From an optimization exercise on the open Yosys and OpenROAD flow, aimed at small area, a short achievable clock period and few clock cycles per item; shortcuts taken in it are not production practice. In this exercise RTL edits were held to simulation tests only and were not proved equivalent to the original.

==> flow/config.mk <==
export PLATFORM = sky130hd
export DESIGN_NAME = alu_unit
export DESIGN_NICKNAME = alu_unit
export VERILOG_FILES = /design/flow/design.v
export SDC_FILE = /design/flow/constraint.sdc
export NUM_CORES = 4
export LEC_CHECK = 0
export CAP_MARGIN = 20
export CORE_MARGIN = 2
export CORE_UTILIZATION = 40
export SLEW_MARGIN = 20
==> flow/constraint.sdc <==
create_clock -name core_clock -period 85.0 [get_ports {clk}]
set_input_delay 17.0000 -clock core_clock [delete_from_list [all_inputs] [get_ports {clk}]]
set_output_delay 17.0000 -clock core_clock [all_outputs]
set_load 0.01 [all_outputs]
==> flow/design.v <==
module ALU (input [31:0] A, B, output reg [63:0]C, input wire [3:0]cntrl);
function [63:0] booth;
    input[31:0] X, Y;
    reg [64:0] P;         
    reg E1;
    reg [32:0] Ys;        
    integer i;
	begin
		P = {33'd0, X};
		E1 = 1'd0;
		Ys = {Y[31], Y};
	for (i = 0; i < 32; i = i + 1)
		begin
			case ({P[0], E1})
				2'd2 : P[64:32] = P[64:32] - Ys;
				2'd1 : P[64:32] = P[64:32] + Ys;
				default : begin end
			endcase
			E1 = P[0];
			P = {P[64], P[64:1]};  
		end
		booth = P[63:0];
	end
endfunction
function [63:0] divide;
    input [31:0] X, Y;
	begin
		if (Y == 32'd0)
			divide = {X, 32'hFFFFFFFF};
		else if (X == 32'h80000000 && Y == 32'hFFFFFFFF)
			divide = {32'd0, 32'h80000000};
		else
			divide = {$signed(X) % $signed(Y), $signed(X) / $signed(Y)};
	end
endfunction
always @(A, B ,cntrl) begin
    case(cntrl)
			11  :   C = divide(A, B);
			10  :   C = booth(A,B);
			9   :   C = {32'd0, (A >> B[4:0]) | (A << (6'd32 - {1'b0, B[4:0]}))};  
			8   :   C = {32'd0, (A << B[4:0]) | (A >> (6'd32 - {1'b0, B[4:0]}))};  
			7   :   C = A >>> B;  
			6   :   C = A <<< B;  
			5   :   C = {32'd0, ~B};  
			4   :   C = -B;  
			3   :   C = A - B;
			2   :   C = A + B;
			1   :   C = A | B;
         0   :   C = A & B;
         default : C = 64'd0;
	endcase
end
endmodule
module alu_unit (
    input             clk,
    input             rst,
    input             in_valid,
    output            in_ready,
    input      [3:0]  op,
    input      [31:0] a,
    input      [31:0] b,
    output reg        out_valid,
    output reg [63:0] result
);
    reg        v1;
    reg [3:0]  op1;
    reg [31:0] a1, b1;
    wire [63:0] c;
    assign in_ready = 1'b1;
    ALU myALU (.A(a1), .B(b1), .C(c), .cntrl(op1));
    always @(posedge clk) begin
        if (rst) begin
            v1 <= 1'b0;
            out_valid <= 1'b0;
        end else begin
            v1 <= in_valid;
            out_valid <= v1;
        end
        if (in_valid) begin
            op1 <= op;
            a1 <= a;
            b1 <= b;
        end
        result <= c;
    end
endmodule
==> flow/run.sh <==
#!/bin/bash
# synth_recipe.tcl (not shown) runs the flow's synth.tcl, then flattens the netlist and writes it again
# the make line also repeats each setting of config.mk as NAME=value (left out here)
make -C /OpenROAD-flow-scripts/flow DESIGN_CONFIG=/design/flow/config.mk WORK_HOME=/design/flow/orfs CLKGATE_MAP_FILE= SYNTH_SCRIPT=/design/flow/synth_recipe.tcl finish
==> results.yml <==
final_layout:
  layout.cells.non_filler: 22800
  fin_area_um2: 134000
  areaGrowthSynthToFinish_pct: 8.64
  fin_nets: 20500
  drive_above_1_share: 0.0798
yosys:
  synthSimpleGateAreaFrac: 0.234
  synthTopCellsByArea: "ha_1 (17%), xnor2_1 (12%), nor2_1 (7.8%)"
  ys_ff_latch: 134
  async_flop_share: 0
  seq_area_frac_synth: 0.0273
  synth_top_family_by_area: "compound AO/OA/AOI/OAI gates"
  synthFlopType: "edfxtp_1"
  postSynthCellCount: 18700
  synth.top_cell.area_share: 0.171
  ys_warn_count: 2
  synthAdderAreaFrac: 0.177
  muxShareOfSynthArea: 0.0312
  synthesis.nets: 20500
  synth_area_um2: 123000
  synth_area_per_cell_um2: 6.58
  synth_compound_area_frac: 0.323
  ys_types: 111
  synth_edf_count: 68
  yosys.area.top_type: "ha_1"
  synth_xor_area_frac: 0.153
global_route:
  grtUsageTotal: 0.397
  grt_max_degree: 87
  grt_first_pass_wirelength_um: 937000
  antenna_found_initial: 35
  grt_pass1_vias: 134000
  grt_overflow_total: 0
worst_setup_path:
  crit_path_frequent_cell: "o21a_1"
  start_kind: "flip-flop"
  startpoint: "b1[15]"
  slowest_stage: "o21ai_0"
  crit_type: "flip-flop to flip-flop"
  cp.arrival_ps: 81280
  r2r-start: "b1[15]"
  reg2reg_to: "result[18]"
  cp_slowest_stage_delay_ps: 990
  reg2reg_depth: 373
  cp.required_ps: 85450
  endpoint: "result[18]"
  endpoint_kind: "flip-flop"
  cp_max_fo: 31
  r2r_slack_ps: 4170
sta:
  fin_crit_ps: 80830
  fmaxAchievable_ghz: 0.0124
  fin_hold_ws_ps: 455
  finalSetupViolCount: 0
  slew_headroom: 0.0929
  tightest_slew_ps: 1320
  fin_crit_sh: 0.951
  drv_slew: 0
  fin_worst_skew_ps: 72.3
  finalHoldViolCount: 0
route:
  vias: 147000
  postRouteAntennaNets: 0
  wl_per_cell_um: 28.7
  drcViolationCount: 0
  post_drt_via_cell_ratio: 6.44
  dr.pass1.iters: 9
  drt_wl_total_um: 656000
  drt_iter0_drc: 18700
outcome:
  status: "timing/DRC/antenna clean"
min_path:
  hp-start: "v1"
  min_path_type: "flip-flop to flip-flop"
placement:
  placed_area_um2: 132000
  port_buffers: 135
  hpwl_um: 510000
  dp_cells: 22700
  place.gp.congestion: 1.09
floorplan:
  die_y_um: 559
  start_util: 0.402
  die_width_um: 559
  io_pins: 137
  num_rows: 203
  coreArea_um2: 306000
  dieArea_um2: 313000
clock_network:
  clk_latency_ps: 620
  cts_tree: "built"
  cts.sinks: 134
  cts_buffers: 17
  cts_buffer_depth: 2
  cts-root-buf: "clkbuf_16"
  path_clk_slew_ps: 90
  h-tree-depth: 4
run:
  maxCapViolCount: 0
## cell type report
type                    count  area (um^2)
clock buffers              19          454
clock inverters            13         95.1
repair buffers            873         7040
well taps                4100         5130
multi-input cells       16800       115000
diodes                     34         85.1
inverters                 850         3210
fillers                 32600       172000
flip-flops and latches    134         3360
## repair_timing
item | CTS | global route
hold buffers | 0 | 0
pin swaps | 1 | 25
setup buffers | 4 | 47
gates resized for setup | 11 | 166
cloned | 0 | 1
setup endpoints to repair | 37 | 64
## logic make-up (layout without fill, tap and decap cells)
family | Yosys count | count (layout)
XOR/XNOR | 2134 | 2134
AO/OA/AOI/OAI | 6143 | 6143
flip-flops | 134 | 134
adder cells (fa/ha/maj) | 1719 | 1719
buffers and inverters | 1800 | 1755
other | 1 | 35
multiplexers | 354 | 354
AND/OR/NAND/NOR | 6452 | 6452
## synth_stat cells (122+ instances only)
library cell / instances
nor2_1: 2549
nand2_1: 1823
xnor2_1: 1752
ha_1: 1685
a21oi_1: 1592
o21ai_0: 1351
inv_1: 814
clkbuf_1: 756
a21o_1: 559
nor3_1: 477
o21a_1: 423
xor2_1: 366
nand3_1: 338
o21bai_1: 297
a31oi_1: 223
nand2b_1: 199
mux2_2: 194
a211oi_1: 189
o31ai_1: 185
or3_1: 174
buf_1: 169
o211ai_1: 163
mux2i_1: 155
nand4_1: 141
nor2b_1: 135
and2_1: 126
and3_1: 126
or2_2: 122
## worst min-delay path by stage
stage	endpoint	cells past startpoint
5_1_grt	out_valid	1
3_5_place_dp	out_valid	1
4_1_cts	out_valid	1
3_3_place_gp	out_valid	1
6_report	out_valid	1
2_1_floorplan	out_valid	1
## through the flow
stage / setup WS [ps] / utilization / TNS, ps
6_report: 4170 / 0.437 / 0
5_1_grt: -261 / 0.437 / -3270
4_1_cts: 116 / 0.433 / 0
3_5_place_dp: -761 / 0.431 / -3800
3_3_place_gp: 159 / 0.431 / 0
2_1_floorplan: 84.5 / - / 0
## state kept, by name, summed over array words and instances (netlist names)
| name | cells |
|---|---|
| op1 | 4 |
| result | 64 |
| a1 | 32 |
| b1 | 32 |
| v1 | 1 |
| out_valid | 1 |
## worst max-delay path, delay by kind of cell, from the launching register on
kind,cells,cell delay (ps)
DFF,1,730
buffers and inverters,34,6010
muxes,6,2220
and+or+nand+nor,72,14890
xor gates and xnor gates,2,720
AOI/OAI and AO/OA,227,46430
adders and majority gates,32,9460
## layer usage
metal / vias up / global-route usage / share of wire
met5: - / 0 / 0.00018
met2: 8632 / 0.582 / 0.40
met4: 20 / 0.233 / 0.070
met3: 1676 / 0.0780 / 0.11
li1: 67400 / - / -
met1: 69300 / 0.535 / 0.42
## cells in the final DEF (no fill, tap or decap), types with 56 or more instances in the layout
master / count
o21ai_0: 1322
o31ai_1: 174
a21oi_1: 1575
and3_1: 124
mux2_2: 194
nand2b_1: 198
or3_1: 173
o221ai_1: 64
inv_1: 810
o21a_1: 420
nor3_1: 451
nand4_1: 141
mux2i_1: 151
a221oi_1: 82
dfxtp_1: 66
xor2_1: 365
o21bai_1: 297
a31oi_1: 217
a22oi_1: 56
a21o_1: 557
nor2_1: 2519
edfxtp_1: 68
and2_1: 126
o22ai_1: 104
a21boi_0: 80
o211ai_1: 163
a211o_1: 63
clkdlybuf4s50_1: 134
buf_4: 719
ha_1: 1659
xnor2_1: 1722
a211oi_1: 177
or2_2: 122
nand2_1: 1818
nand3_1: 337
nor2b_1: 134
Testbench counts, summed over its fixed seeds: cycles 24,016, items 24,000.

what the ideal ports hide:
In the flow no input, the clock included, has a driving cell. The finished layout below was timed again as built, in two steps. Step 1 (the two cells are an assumption about what drives the block):
set clk [get_ports {clk}]
set_driving_cell -lib_cell sky130_fd_sc_hd__clkbuf_16 $clk
set_driving_cell -lib_cell sky130_fd_sc_hd__buf_2 [delete_from_list [all_inputs] $clk]
Step 2 moves the port delays by t, midway between the first and last clock arrival at a register: inputs arrive t later, outputs are due t later. That takes back most of the time a late clock gives input paths. Slacks: no drivers / after step 1 / after step 2; pairs: no drivers / after step 1.
t, ns: 0.664
slack for setup (ns): 4.172 / 4.172 / 4.172
worst setup path at the end: register to register
After both steps this run still meets setup and hold. For this run, drivers alone change the setup slack by 0.000 ns; drivers and shift together by 0.000 ns.
